Background: an optimization exercise with open tools, aiming at small area and a short achievable clock period. Do not read the settings as production practice. At most, simulation tests tie the RTL to the original design; equivalence was not proved. Power and IR drop assume default switching activity.

## systolic_array_is
module systolic_array_is
#(
  parameter INPUT_WIDTH = 16,
  parameter WEIGHT_WIDTH = 16,
  parameter PSUM_WIDTH = 16,
  parameter ARRAY_HEIGHT = 4,
  parameter ARRAY_WIDTH = 4
)(
  input clk,
  input rst_n,
  input process_en,
  input input_en,
  input [INPUT_WIDTH * ARRAY_HEIGHT - 1 : 0] packed_input_in,
  input [WEIGHT_WIDTH * ARRAY_WIDTH - 1 : 0] packed_weight_in,
  output [PSUM_WIDTH * ARRAY_HEIGHT - 1 : 0] packed_psum_out
);
==> module systolic_array_is, before the edit <==
module systolic_array_is
#(
  parameter INPUT_WIDTH = 16,
  parameter WEIGHT_WIDTH = 16,
  parameter PSUM_WIDTH = 16,
  parameter ARRAY_HEIGHT = 4,
  parameter ARRAY_WIDTH = 4
)(
  input clk,
  input rst_n,
  input process_en,
  input input_en,
  input [INPUT_WIDTH * ARRAY_HEIGHT - 1 : 0] packed_input_in,
  input [WEIGHT_WIDTH * ARRAY_WIDTH - 1 : 0] packed_weight_in,
  output [PSUM_WIDTH * ARRAY_HEIGHT - 1 : 0] packed_psum_out
);
  genvar x, y, k;
  wire [15:0] wsk_q [0:3][0:3];
  wire [15:0] wsk_m [0:3][0:3];    
  generate
    for (y = 1; y < 4; y = y + 1) begin : wcol
      for (k = 0; k < y; k = k + 1) begin : wst
        reg [15:0] r;
        wire [15:0] src;
        if (k == 0) begin : first
          assign src = packed_weight_in[16*y +: 16];
        end else begin : next
          assign src = wsk_q[y][k-1];
        end
        assign wsk_m[y][k] = process_en ? src : r;
        always @(posedge clk) r <= rst_n ? wsk_m[y][k] : 16'd0;
        assign wsk_q[y][k] = r;
      end
    end
  endgenerate
  wire [15:0] in_q   [0:3][0:3];    
  wire [15:0] in_m   [0:3][0:3];    
  wire [15:0] w_in   [0:3][0:3];    
  wire [15:0] w_m    [0:3][0:3];    
  wire [15:0] wr_q   [0:3][0:3];    
  wire [15:0] wr_m   [0:3][0:3];
  wire [15:0] psum   [0:3][0:3];    
  generate
    for (x = 0; x < 4; x = x + 1) begin : row
      for (y = 0; y < 4; y = y + 1) begin : col
        reg [15:0] input_reg;
        wire [15:0] in_src;
        if (y == 0) begin : inport
          assign in_src = packed_input_in[16*x +: 16];
        end else begin : inleft
          assign in_src = in_q[x][y-1];
        end
        assign in_m[x][y] = input_en ? in_src : input_reg;
        always @(posedge clk) input_reg <= rst_n ? in_m[x][y] : 16'd0;
        assign in_q[x][y] = input_reg;
        if (x == 0) begin : wtop
          if (y == 0) begin : w00
            assign w_in[x][y]   = packed_weight_in[15:0];
            assign w_m[x][y]    = 16'd0;   
          end else begin : wsk
            assign w_in[x][y]   = wsk_q[y][y-1];
            assign w_m[x][y]    = wsk_m[y][y-1];
          end
        end else begin : wbelow
          assign w_in[x][y]   = wr_q[x-1][y];
          assign w_m[x][y]    = wr_m[x-1][y];
        end
        if (x < 3) begin : wreg
          reg [15:0] weight_reg;
          assign wr_m[x][y] = process_en ? w_in[x][y] : weight_reg;
          always @(posedge clk) weight_reg <= rst_n ? wr_m[x][y] : 16'd0;
          assign wr_q[x][y] = weight_reg;
        end
        if (x == 0 && y == 0) begin : pe00
          reg  [15:0] m00;
          reg  [9:0]  lm00;
          wire [15:0] prod;
          wire [9:0]  lm_d;
          wire [11:0] ph00;
          wire        zero00, sign00;
          wire [4:0]  e000;
          wire [9:0]  lm0, lm1;
          mant_mul       mm (.a(input_reg[9:0]), .b(w_in[x][y][9:0]), .ph(ph00));
          mul_operands   mo (.a(input_reg), .b(w_in[x][y]), .zero(zero00), .sign(sign00), .e0(e000));
          mul_normalizer mn (.zero(zero00), .sign(sign00), .e0(e000), .ph(ph00), .c(prod));
          zero_mask      zm (.e(e000), .lowmask(lm0));
          assign lm1  = (e000 == 5'd31) ? 10'h3ff : {1'b0, lm0[9:1]};
          assign lm_d = zero00 ? 10'h3ff : ph00[11] ? lm1 : lm0;
          always @(posedge clk)
            if (!rst_n) begin
              m00 <= 16'h8000; lm00 <= 10'h3ff;
            end else if (process_en) begin
              m00 <= prod; lm00 <= lm_d;
            end
          wire        znz, zsg;
          wire [4:0]  ze;
          wire [11:0] zr;
          zero_front zf (.m(m00), .lowmask(lm00), .nz(znz), .sg(zsg), .e(ze), .r(zr));
          zero_back  zb (.nz(znz), .sg(zsg), .e(ze), .r(zr), .f(psum[x][y]));
        end else begin : pe
          reg  [11:0] ph;
          wire [11:0] ph_d;
          wire [15:0] prod;
          wire [15:0] sum;
          reg  [15:0] psum_reg;
          mant_mul mm (.a(in_m[x][y][9:0]), .b(w_m[x][y][9:0]), .ph(ph_d));
          always @(posedge clk) ph <= ph_d;
          wire        zero, sign;
          wire [4:0]  e0;
          mul_operands   mo (.a(input_reg), .b(w_in[x][y]), .zero(zero), .sign(sign), .e0(e0));
          mul_normalizer mn (.zero(zero), .sign(sign), .e0(e0), .ph(ph), .c(prod));
          if (y == 0) begin : c0
            wire        znz, zsg;
            wire [4:0]  ze;
            wire [11:0] zr;
            wire [9:0]  lm;
            zero_mask  zm (.e(prod[14:10]), .lowmask(lm));
            zero_front zf (.m(prod), .lowmask(lm), .nz(znz), .sg(zsg), .e(ze), .r(zr));
            zero_back  zb (.nz(znz), .sg(zsg), .e(ze), .r(zr), .f(sum));
          end else begin : cl
            wire        sub, sign;
            wire [4:0]  big_e;
            wire [9:0]  big_m;
            wire [10:0] al;
            fp_align fa (.a(prod), .b(psum[x][y-1]), .sub(sub), .sign(sign), .big_e(big_e), .big_m(big_m), .al(al));
            fp_sum   fs (.sub(sub), .sign(sign), .big_e(big_e), .big_m(big_m), .al(al), .c(sum));
          end
          always @(posedge clk)
            if (!rst_n) psum_reg <= 16'd0;
            else if (process_en) psum_reg <= sum;
          assign psum[x][y] = psum_reg;
        end
      end
    end
  endgenerate
  generate
    for (x = 0; x < 4; x = x + 1) begin : dsk
      wire [15:0] st [0:3];
      assign st[0] = psum[x][3];
      for (k = 0; k < 3 - x; k = k + 1) begin : dst
        reg [15:0] r;
        always @(posedge clk)
          if (!rst_n) r <= 16'd0;
          else if (process_en) r <= st[k];
        assign st[k+1] = r;
      end
      assign packed_psum_out[16*x +: 16] = st[3-x];
    end
  endgenerate
endmodule
Settings: LEC_CHECK=0, ABC_AREA=1, CAP_MARGIN=20, CORE_MARGIN=2, CORE_UTILIZATION=45, SLEW_MARGIN=20, SYNTH_HIERARCHICAL=1, SYNTH_MINIMUM_KEEP_SIZE=650; clock period 26.0 ns.
standard.sh (not shown) runs the stock make flow with config.mk's settings and CLKGATE_MAP_FILE= SYNTH_SCRIPT=/design/flow/synth_recipe.tcl, a recipe that flattens the netlist after the stock synthesis.
==> flow/flow/run.sh <==
#!/bin/bash
# Own flow: the standard layout (standard.sh: ORFS, standard synthesis),
# with repair_timing aiming for extra setup slack so that the critical paths
# get sized and buffered even though the 26 ns clock has slack to spare.
# The SDC (clock period, input/output delays, load) is the standard flow's, unchanged.
set -euo pipefail
MARGIN=${MARGIN:-16}
bash standard.sh SETUP_SLACK_MARGIN=$MARGIN finish > standard.log 2>&1
==> next run, changes <==
--- a/flow/design.v
+++ b/flow/design.v
@@ -568,18 +568,10 @@
           reg  [15:0] m00;
           reg  [9:0]  lm00;
           wire [15:0] prod;
           wire [9:0]  lm_d;
-          wire [11:0] ph00;
-          wire        zero00, sign00;
-          wire [4:0]  e000;
-          wire [9:0]  lm0, lm1;
-          mant_mul       mm (.a(input_reg[9:0]), .b(w_in[x][y][9:0]), .ph(ph00));
-          mul_operands   mo (.a(input_reg), .b(w_in[x][y]), .zero(zero00), .sign(sign00), .e0(e000));
-          mul_normalizer mn (.zero(zero00), .sign(sign00), .e0(e000), .ph(ph00), .c(prod));
-          zero_mask      zm (.e(e000), .lowmask(lm0));
-          assign lm1  = (e000 == 5'd31) ? 10'h3ff : {1'b0, lm0[9:1]};
-          assign lm_d = zero00 ? 10'h3ff : ph00[11] ? lm1 : lm0;
+          fp_mul    mul (.a(input_reg), .b(w_in[x][y]), .c(prod));
+          zero_mask zm  (.e(prod[14:10]), .lowmask(lm_d));
           always @(posedge clk)
             if (!rst_n) begin
               m00 <= 16'h8000; lm00 <= 10'h3ff;
             end else if (process_en) begin
- The changed run ran to the end with no violations
- wire length came out higher by 3.3%
- cell count barely changes
- sequential power stays flat
- via count came out higher by 0.76%
- global-route usage came out higher by 1.5 points


Another version of the RTL of systolic_array_is (not shown whole).
For scale: roughly 15,000 cells after synthesis, ~200 I/O pins.
Design systolic_array_is, start of the top module:
module systolic_array_is
#(
  parameter INPUT_WIDTH = 16,
  parameter WEIGHT_WIDTH = 16,
  parameter PSUM_WIDTH = 16,
  parameter ARRAY_HEIGHT = 4,
  parameter ARRAY_WIDTH = 4
)(
  input clk,
  input rst_n,
  input process_en,
  input input_en,
  input [INPUT_WIDTH * ARRAY_HEIGHT - 1 : 0] packed_input_in,
  input [WEIGHT_WIDTH * ARRAY_WIDTH - 1 : 0] packed_weight_in,
  output [PSUM_WIDTH * ARRAY_HEIGHT - 1 : 0] packed_psum_out
);
==> module systolic_array_is, before the edit <==
module systolic_array_is
#(
  parameter INPUT_WIDTH = 16,
  parameter WEIGHT_WIDTH = 16,
  parameter PSUM_WIDTH = 16,
  parameter ARRAY_HEIGHT = 4,
  parameter ARRAY_WIDTH = 4
)(
  input clk,
  input rst_n,
  input process_en,
  input input_en,
  input [INPUT_WIDTH * ARRAY_HEIGHT - 1 : 0] packed_input_in,
  input [WEIGHT_WIDTH * ARRAY_WIDTH - 1 : 0] packed_weight_in,
  output [PSUM_WIDTH * ARRAY_HEIGHT - 1 : 0] packed_psum_out
);
  genvar x, y, k;
  wire [15:0] wsk_q [0:3][0:3];
  wire [15:0] wsk_m [0:3][0:3];    
  generate
    for (y = 1; y < 4; y = y + 1) begin : wcol
      for (k = 0; k < y; k = k + 1) begin : wst
        reg [15:0] r;
        wire [15:0] src;
        if (k == 0) begin : first
          assign src = packed_weight_in[16*y +: 16];
        end else begin : next
          assign src = wsk_q[y][k-1];
        end
        assign wsk_m[y][k] = process_en ? src : r;
        always @(posedge clk) r <= rst_n ? wsk_m[y][k] : 16'd0;
        assign wsk_q[y][k] = r;
      end
    end
  endgenerate
  wire [15:0] in_q   [0:3][0:3];    
  wire [15:0] in_m   [0:3][0:3];    
  wire [15:0] w_in   [0:3][0:3];    
  wire [15:0] w_m    [0:3][0:3];    
  wire [15:0] wr_q   [0:3][0:3];    
  wire [15:0] wr_m   [0:3][0:3];
  wire [15:0] psum   [0:3][0:3];    
  generate
    for (x = 0; x < 4; x = x + 1) begin : row
      for (y = 0; y < 4; y = y + 1) begin : col
        reg [15:0] input_reg;
        wire [15:0] in_src;
        if (y == 0) begin : inport
          assign in_src = packed_input_in[16*x +: 16];
        end else begin : inleft
          assign in_src = in_q[x][y-1];
        end
        assign in_m[x][y] = input_en ? in_src : input_reg;
        always @(posedge clk) input_reg <= rst_n ? in_m[x][y] : 16'd0;
        assign in_q[x][y] = input_reg;
        if (x == 0) begin : wtop
          if (y == 0) begin : w00
            assign w_in[x][y]   = packed_weight_in[15:0];
            assign w_m[x][y]    = 16'd0;   
          end else begin : wsk
            assign w_in[x][y]   = wsk_q[y][y-1];
            assign w_m[x][y]    = wsk_m[y][y-1];
          end
        end else begin : wbelow
          assign w_in[x][y]   = wr_q[x-1][y];
          assign w_m[x][y]    = wr_m[x-1][y];
        end
        if (x < 3) begin : wreg
          reg [15:0] weight_reg;
          assign wr_m[x][y] = process_en ? w_in[x][y] : weight_reg;
          always @(posedge clk) weight_reg <= rst_n ? wr_m[x][y] : 16'd0;
          assign wr_q[x][y] = weight_reg;
        end
        if (x == 0 && y == 0) begin : pe00
          reg  [11:0] ph;
          reg  [4:0]  pe0;
          reg         psign, pzero;
          wire [11:0] ph_d;
          wire [4:0]  e0_d;
          wire        sign_d, zero_d;
          wire [15:0] prod;
          mant_mul     mm (.a(input_reg[9:0]), .b(w_in[x][y][9:0]), .ph(ph_d));
          mul_operands mo (.a(input_reg), .b(w_in[x][y]), .zero(zero_d), .sign(sign_d), .e0(e0_d));
          always @(posedge clk)
            if (!rst_n) begin
              ph <= 12'd0; pe0 <= 5'd0; psign <= 1'b1; pzero <= 1'b0;
            end else if (process_en) begin
              ph <= ph_d; pe0 <= e0_d; psign <= sign_d; pzero <= zero_d;
            end
          mul_normalizer mn (.zero(pzero), .sign(psign), .e0(pe0), .ph(ph), .c(prod));
          add_zero add (.m(prod), .f(psum[x][y]));
        end else begin : pe
          reg  [11:0] ph;
          wire [11:0] ph_d;
          wire [15:0] prod;
          wire [15:0] sum;
          reg  [15:0] psum_reg;
          mant_mul mm (.a(in_m[x][y][9:0]), .b(w_m[x][y][9:0]), .ph(ph_d));
          always @(posedge clk) ph <= ph_d;
          wire        zero, sign;
          wire [4:0]  e0;
          mul_operands   mo (.a(input_reg), .b(w_in[x][y]), .zero(zero), .sign(sign), .e0(e0));
          mul_normalizer mn (.zero(zero), .sign(sign), .e0(e0), .ph(ph), .c(prod));
          if (y == 0) begin : c0
            add_zero add (.m(prod), .f(sum));
          end else begin : cl
            fp_add add (.a(prod), .b(psum[x][y-1]), .c(sum));
          end
          always @(posedge clk)
            if (!rst_n) psum_reg <= 16'd0;
            else if (process_en) psum_reg <= sum;
          assign psum[x][y] = psum_reg;
        end
      end
    end
  endgenerate
  generate
    for (x = 0; x < 4; x = x + 1) begin : dsk
      wire [15:0] st [0:3];
      assign st[0] = psum[x][3];
      for (k = 0; k < 3 - x; k = k + 1) begin : dst
        reg [15:0] r;
        always @(posedge clk)
          if (!rst_n) r <= 16'd0;
          else if (process_en) r <= st[k];
        assign st[k+1] = r;
      end
      assign packed_psum_out[16*x +: 16] = st[3-x];
    end
  endgenerate
endmodule
export LEC_CHECK = 0
export CAP_MARGIN = 20
export CORE_MARGIN = 2
export CORE_UTILIZATION = 40
export SLEW_MARGIN = 20
create_clock -name core_clock -period 26.0 [get_ports {clk}]
Scripts as last shown in full above: flow/flow/run.sh
The starting point finished clean.
Next try:
--- a/flow/design.v
+++ b/flow/design.v
@@ -523,29 +523,19 @@
           reg [15:0] weight_reg;
           assign wr_m[x][y] = process_en ? w_in[x][y] : weight_reg;
           always @(posedge clk) weight_reg <= rst_n ? wr_m[x][y] : 16'd0;
           assign wr_q[x][y] = weight_reg;
         end
         if (x == 0 && y == 0) begin : pe00
-          reg  [11:0] ph;
-          reg  [4:0]  pe0;
-          reg         psign, pzero;
-          wire [11:0] ph_d;
-          wire [4:0]  e0_d;
-          wire        sign_d, zero_d;
+          reg  [15:0] m00;
           wire [15:0] prod;
-          mant_mul     mm (.a(input_reg[9:0]), .b(w_in[x][y][9:0]), .ph(ph_d));
-          mul_operands mo (.a(input_reg), .b(w_in[x][y]), .zero(zero_d), .sign(sign_d), .e0(e0_d));
+          fp_mul mul (.a(input_reg), .b(w_in[x][y]), .c(prod));
           always @(posedge clk)
-            if (!rst_n) begin
-              ph <= 12'd0; pe0 <= 5'd0; psign <= 1'b1; pzero <= 1'b0;
-            end else if (process_en) begin
-              ph <= ph_d; pe0 <= e0_d; psign <= sign_d; pzero <= zero_d;
-            end
-          mul_normalizer mn (.zero(pzero), .sign(psign), .e0(pe0), .ph(ph), .c(prod));
-          add_zero add (.m(prod), .f(psum[x][y]));
+            if (!rst_n) m00 <= 16'h8000;
+            else if (process_en) m00 <= prod;
+          add_zero add (.m(m00), .f(psum[x][y]));
         end else begin : pe
           reg  [11:0] ph;
           wire [11:0] ph_d;
           wire [15:0] prod;
           wire [15:0] sum;
           reg  [15:0] psum_reg;
After rerunning:
- cell count falls slightly
- hold slack hardly moves
- routed wire length falls slightly
- clock-buffer cell count does not change
- cell area rises slightly
- via count falls slightly
- register-to-register slack is better by 1100 ps
No run of this note included a check of the RTL's function; only the layout flow was run.

-- afterwards: timing with drivers on the ports --
No port has a modelled driver above. Below, the same layouts with a new extraction and two added sets of constraints. Step 1 assumes that a clkbuf_16 drives the clock port and a buf_2 every other input. Step 2, shift: input delay + t, output delay - t, t = (earliest + latest rising clock arrival at the registers) / 2. This alone moves slack from input paths to output paths. Slacks: no drivers / after step 1 / after step 2; pairs: no drivers / after step 1.
| run | t, ns | slack for setup (ns) | cell pins on the clock port's net |
|---|---|---|---|
| the first run of note 1 | 0.915 | 16.177 / 15.936 / 15.021 | 1 |
| the second run of note 1 | 0.939 | 15.954 / 15.884 / 14.946 | 1 |
| the first run of note 2 | 0.925 | 15.081 / 15.023 / 14.098 | 1 |
| the second run of note 2 | 0.914 | 15.239 / 15.116 / 14.201 | 1 |
After both steps setup and hold are still met in every run listed. The setup slack of the first run of note 1, which loses most, moves by -0.241 ns with the drivers and by -1.156 ns with both steps.
